What follows belongs to an exercise in optimizing a design on an open flow for small area; a production flow would make more cautious choices. Function was checked by simulation only, so behaviour that the tests miss may differ from the original. The clock input has no modelled driver; a real chip could not lean on it and would need a root buffer or a full tree. No activity file was given, so power comes from the tool's default toggle rates.

Setup of the previous run:
==> module top, before the edit <==
module top #(
    parameter PWM_INTERVAL = 600
)(
    input  logic clk,
    input  logic rst,
    output logic RGB_R,
    output logic RGB_G,
    output logic RGB_B
);
    logic [1:0] s;    
    logic [7:0] q;    
    logic [5:0] b;    
    logic [8:0] u;    
    logic       bT;   
    wire s_wrap = s[1];                                    
    wire q_wrap = q[7] & q[6] & q[2] & q[1] & q[0];        
    wire b_wrap = (b == 6'd26);                            
    wire u_wrap = u[8] & u[7] & u[3] & u[2] & u[0];        
    wire e200 = (!s[1] && !s[0] && q == 8'd0) || (s[1] && q == 8'd66) || (s[0] && q == 8'd133);
    wire step = e200 && (b == 6'd1);
    always_ff @(posedge clk) begin
        if (rst) begin
            s  <= 2'd0;
            q  <= 8'd0;
            b  <= 6'd1;
            u  <= 9'd197;
            bT <= 1'b1;
        end else begin
            s <= s_wrap ? 2'd0 : s + 2'd1;
            if (s_wrap)
                q <= q_wrap ? 8'd0 : q + 8'd1;
            if (e200)
                b <= b_wrap ? 6'd1 : {b[4:0], b[5] ^ b[4]};
            if (step) begin
                u <= u_wrap ? 9'd0 : u + 9'd1;
                if (u == 9'd165) bT <= 1'b0;
            end
        end
    end
    wire gT = bT && !(u >= 9'd133 && u <= 9'd165);
    wire red0 = bT && (u == 9'd198);
    wire [10:0] D = 11'd512 + {3'b0, q} - {2'b0, u};    
    wire [9:0]  S = {2'b0, q} + {1'b0, u};
    function automatic logic chan(input logic [8:0] u, input logic [10:0] D,
                                  input logic [9:0] S, input logic [8:0] c, input logic lt);
        if (u >= c)
            chan = (D >= 11'd512 + {10'd0, lt} - {2'b0, c}) || (S >= 10'd398 + c + lt);
        else
            chan = (S >= c + lt);
    endfunction
    assign RGB_R = !red0 && chan(u, D, S, 9'd0, 1'b0);
    assign RGB_G = gT ? chan(u, D, S, 9'd132, !s[1]) : chan(u, D, S, 9'd133, 1'b0);
    assign RGB_B = bT ? chan(u, D, S, 9'd165, !s[1] && !s[0]) : chan(u, D, S, 9'd166, 1'b0);
endmodule
clock: 5.0 ns
lec_check: 0
cap_margin: 20
core_margin: 2
core_utilization: 40
slew_margin: 20
standard.sh (not shown) runs the stock make flow with config.mk's settings and CLKGATE_MAP_FILE= SYNTH_SCRIPT=/design/flow/synth_recipe.tcl, a recipe that flattens the netlist after the stock synthesis.
==> flow/flow/run.sh <==
#!/bin/bash
# Standard synthesis, then the combinational logic between the standard
# synthesis's registers is re-mapped by ABC for area (registers, their names
# and cells untouched; several ABC seeds in parallel, the smallest result kept),
# then the standard layout from that netlist, with buf_1 port buffers and a
# clock tree of a single clkbuf_16 (flow/post_cts.tcl collapses the CTS tree).
set -euo pipefail
HERE=$(pwd)
RES=$HERE/orfs/results/$FLOW_PLATFORM/top/base
YOSYS=$(command -v yosys || echo "$FLOW_HOME/../tools/install/yosys/bin/yosys")
LIB=$FLOW_HOME/platforms/$FLOW_PLATFORM/lib/sky130_fd_sc_hd__tt_025C_1v80.lib

bash standard.sh synth > std_synth.log 2>&1
cp "$RES/1_2_yosys.v" "$HERE/std_1_2_yosys.v"

SEEDS="1 2 3 4 5 6 7 8"
reopt() {
  local S=$1
  sed -e "s#@S@#$S#g" -e "s#@T@#${DEEPSYN_T:-120}#g" flow/area.abc > "area_$S.abc"
  sed -e "s#@LIB@#$LIB#g" -e "s#@IN@#$HERE/std_1_2_yosys.v#g" -e "s#@OUT@#$HERE/reopt_$S.v#g" \
      -e "s#@ABC@#$HERE/area_$S.abc#g" -e "s#reopt_stat.txt#reopt_stat_$S.txt#g" flow/reopt.ys > "reopt_$S.ys"
  "$YOSYS" -l "reopt_$S.log" -q "reopt_$S.ys" > "reopt_stdout_$S.log" 2>&1 || true
}
for S in 1 2 3 4; do reopt $S & done
wait
for S in 5 6 7 8; do reopt $S & done
wait
BEST=""; BESTA=""
for S in $SEEDS; do
  [ -s "reopt_$S.v" ] || continue
  A=$(awk '/Chip area/ {print $NF}' "reopt_stat_$S.txt")
  if [ -z "$BEST" ] || awk -v a="$A" -v b="$BESTA" 'BEGIN {exit !(a < b)}'; then BEST=$S; BESTA=$A; fi
done
echo "best seed $BEST area $BESTA" > reopt_choice.txt
cp "$HERE/reopt_$BEST.v" "$RES/1_2_yosys.v"
rm -f "$RES/1_synth.odb" "$RES/1_synth.sdc"

export BUFFER_PORTS_ARGS="-buffer_cell sky130_fd_sc_hd__buf_1"
export CTS_ARGS="-sink_clustering_enable -repair_clock_nets -buf_list sky130_fd_sc_hd__clkbuf_8 -root_buf sky130_fd_sc_hd__clkbuf_16 -sink_clustering_size 30 -dont_use_dummy_load"
export POST_CTS_TCL=$HERE/flow/post_cts.tcl
bash standard.sh finish > std_finish.log 2>&1
Other scripts of this flow, unchanged in this note and not shown: flow/flow/area.abc, flow/flow/post_cts.tcl, flow/flow/reopt.ys
Having completed the whole flow, the previous run delivered a layout that passed the timing, DRC and antenna checks.
diff inputs: the previous run => the current run
==> flow/design.v <==
module top #(
    parameter PWM_INTERVAL = 600
)(
    input  logic clk,
    input  logic rst,
    output logic RGB_R,
    output logic RGB_G,
    output logic RGB_B
);
    logic [1:0] s;    
    logic [7:0] q;    
    logic [5:0] b;    
    logic [8:0] u;    
    logic       bT;   
    wire s_wrap = s[1];                                    
    wire q_wrap = q[7] & q[6] & q[2] & q[1] & q[0];        
    wire b_wrap = (b == 6'd26);                            
    wire u_wrap = u[8] & u[7] & u[3] & u[2] & u[0];        
    wire e200 = (!s[1] && !s[0] && q == 8'd0) || (s[1] && q == 8'd66) || (s[0] && q == 8'd133);
    wire step = e200 && (b == 6'd1);
    always_ff @(posedge clk) begin
        if (rst) begin
            s  <= 2'd0;
            q  <= 8'd0;
            b  <= 6'd1;
            u  <= 9'd197;
            bT <= 1'b1;
        end else begin
            s <= s_wrap ? 2'd0 : s + 2'd1;
            if (s_wrap)
                q <= q_wrap ? 8'd0 : q + 8'd1;
            if (e200)
                b <= b_wrap ? 6'd1 : {b[4:0], b[5] ^ b[4]};
            if (step) begin
                u <= u_wrap ? 9'd0 : u + 9'd1;
                if (u == 9'd165) bT <= 1'b0;
            end
        end
    end
    wire gT = bT && !(u >= 9'd133 && u <= 9'd165);
    wire red0 = bT && (u == 9'd198);
    wire [10:0] D = 11'd512 + {3'b0, q} - {2'b0, u};    
    wire [9:0]  S = {2'b0, q} + {1'b0, u};
    function automatic logic chan(input logic [10:0] D, input logic [9:0] S,
                                  input logic [8:0] c, input logic lt);
        chan = ((D >= 11'd512 + {10'd0, lt} - {2'b0, c}) && (S >= {1'b0, c} + {9'd0, lt}))
            || (S >= 10'd398 + {1'b0, c} + {9'd0, lt});
    endfunction
    assign RGB_R = !red0 && chan(D, S, 9'd0, 1'b0);
    assign RGB_G = gT ? chan(D, S, 9'd132, !s[1]) : chan(D, S, 9'd133, 1'b0);
    assign RGB_B = bT ? chan(D, S, 9'd165, !s[1] && !s[0]) : chan(D, S, 9'd166, 1'b0);
endmodule
==> comparison <==
The current run: no failed stages, no open violations at the end. Summary of the current run over the previous run: number of nets at the end of the flow increased by 3 relative to the old numbers; measured slew at the worst slew-check pin decreased by 0.023 ns relative to the old numbers; time the final worst path needs with I/O delays and setup decreased by 0.059 ns relative to the old numbers; overall fraction of global-route tracks in use closely matched the old numbers; data arrival time of the worst path decreased by 0.06 ns relative to the old numbers. Clock buffer and inverter area fraction after layout across the previous run and the current run: no real change. [the current run] clock power share fell 0.3 points relative to the previous run. In terms of share of cells above drive strength 1, the current run and the previous run differ only marginally. Total power of the current run is lower than that of the previous run. Against the previous run, the current run reports a maximum single-stage delay on the critical path that is higher. Diff the previous run -> the current run: cell count after synthesis increased by 3 relative to the old numbers; number of cells in the design after placement saw an increase; share of power burned in combinational logic did not really move; via count went down.

==> what the ideal ports hide <==
The results above use ideal ports. As a check the final layouts listed here were re-extracted and re-timed, cells and wires unchanged. Step 1: set_driving_cell puts a clkbuf_16 on clk and a buf_2 on each other input, an assumption about the parent block. Step 2 times the ports against the registers' clock, not the clock port: input delays grow and output delays shrink by t, the midpoint of the rising clock arrivals with the driver on. a / b / c = ideal / step 1 / step 2; a / b = the first two.
run | shift t [ns] | setup slack, ns | worst hold slack (ns) | worst setup path after step 2
the previous run | 0.188 | 0.468 / 0.439 / 0.627 | 0.472 / 0.472 / 0.472 | register to output
the current run | 0.186 | 0.527 / 0.499 / 0.685 | 0.496 / 0.496 / 0.496 | register to output
After both steps every run listed still meets setup and hold.
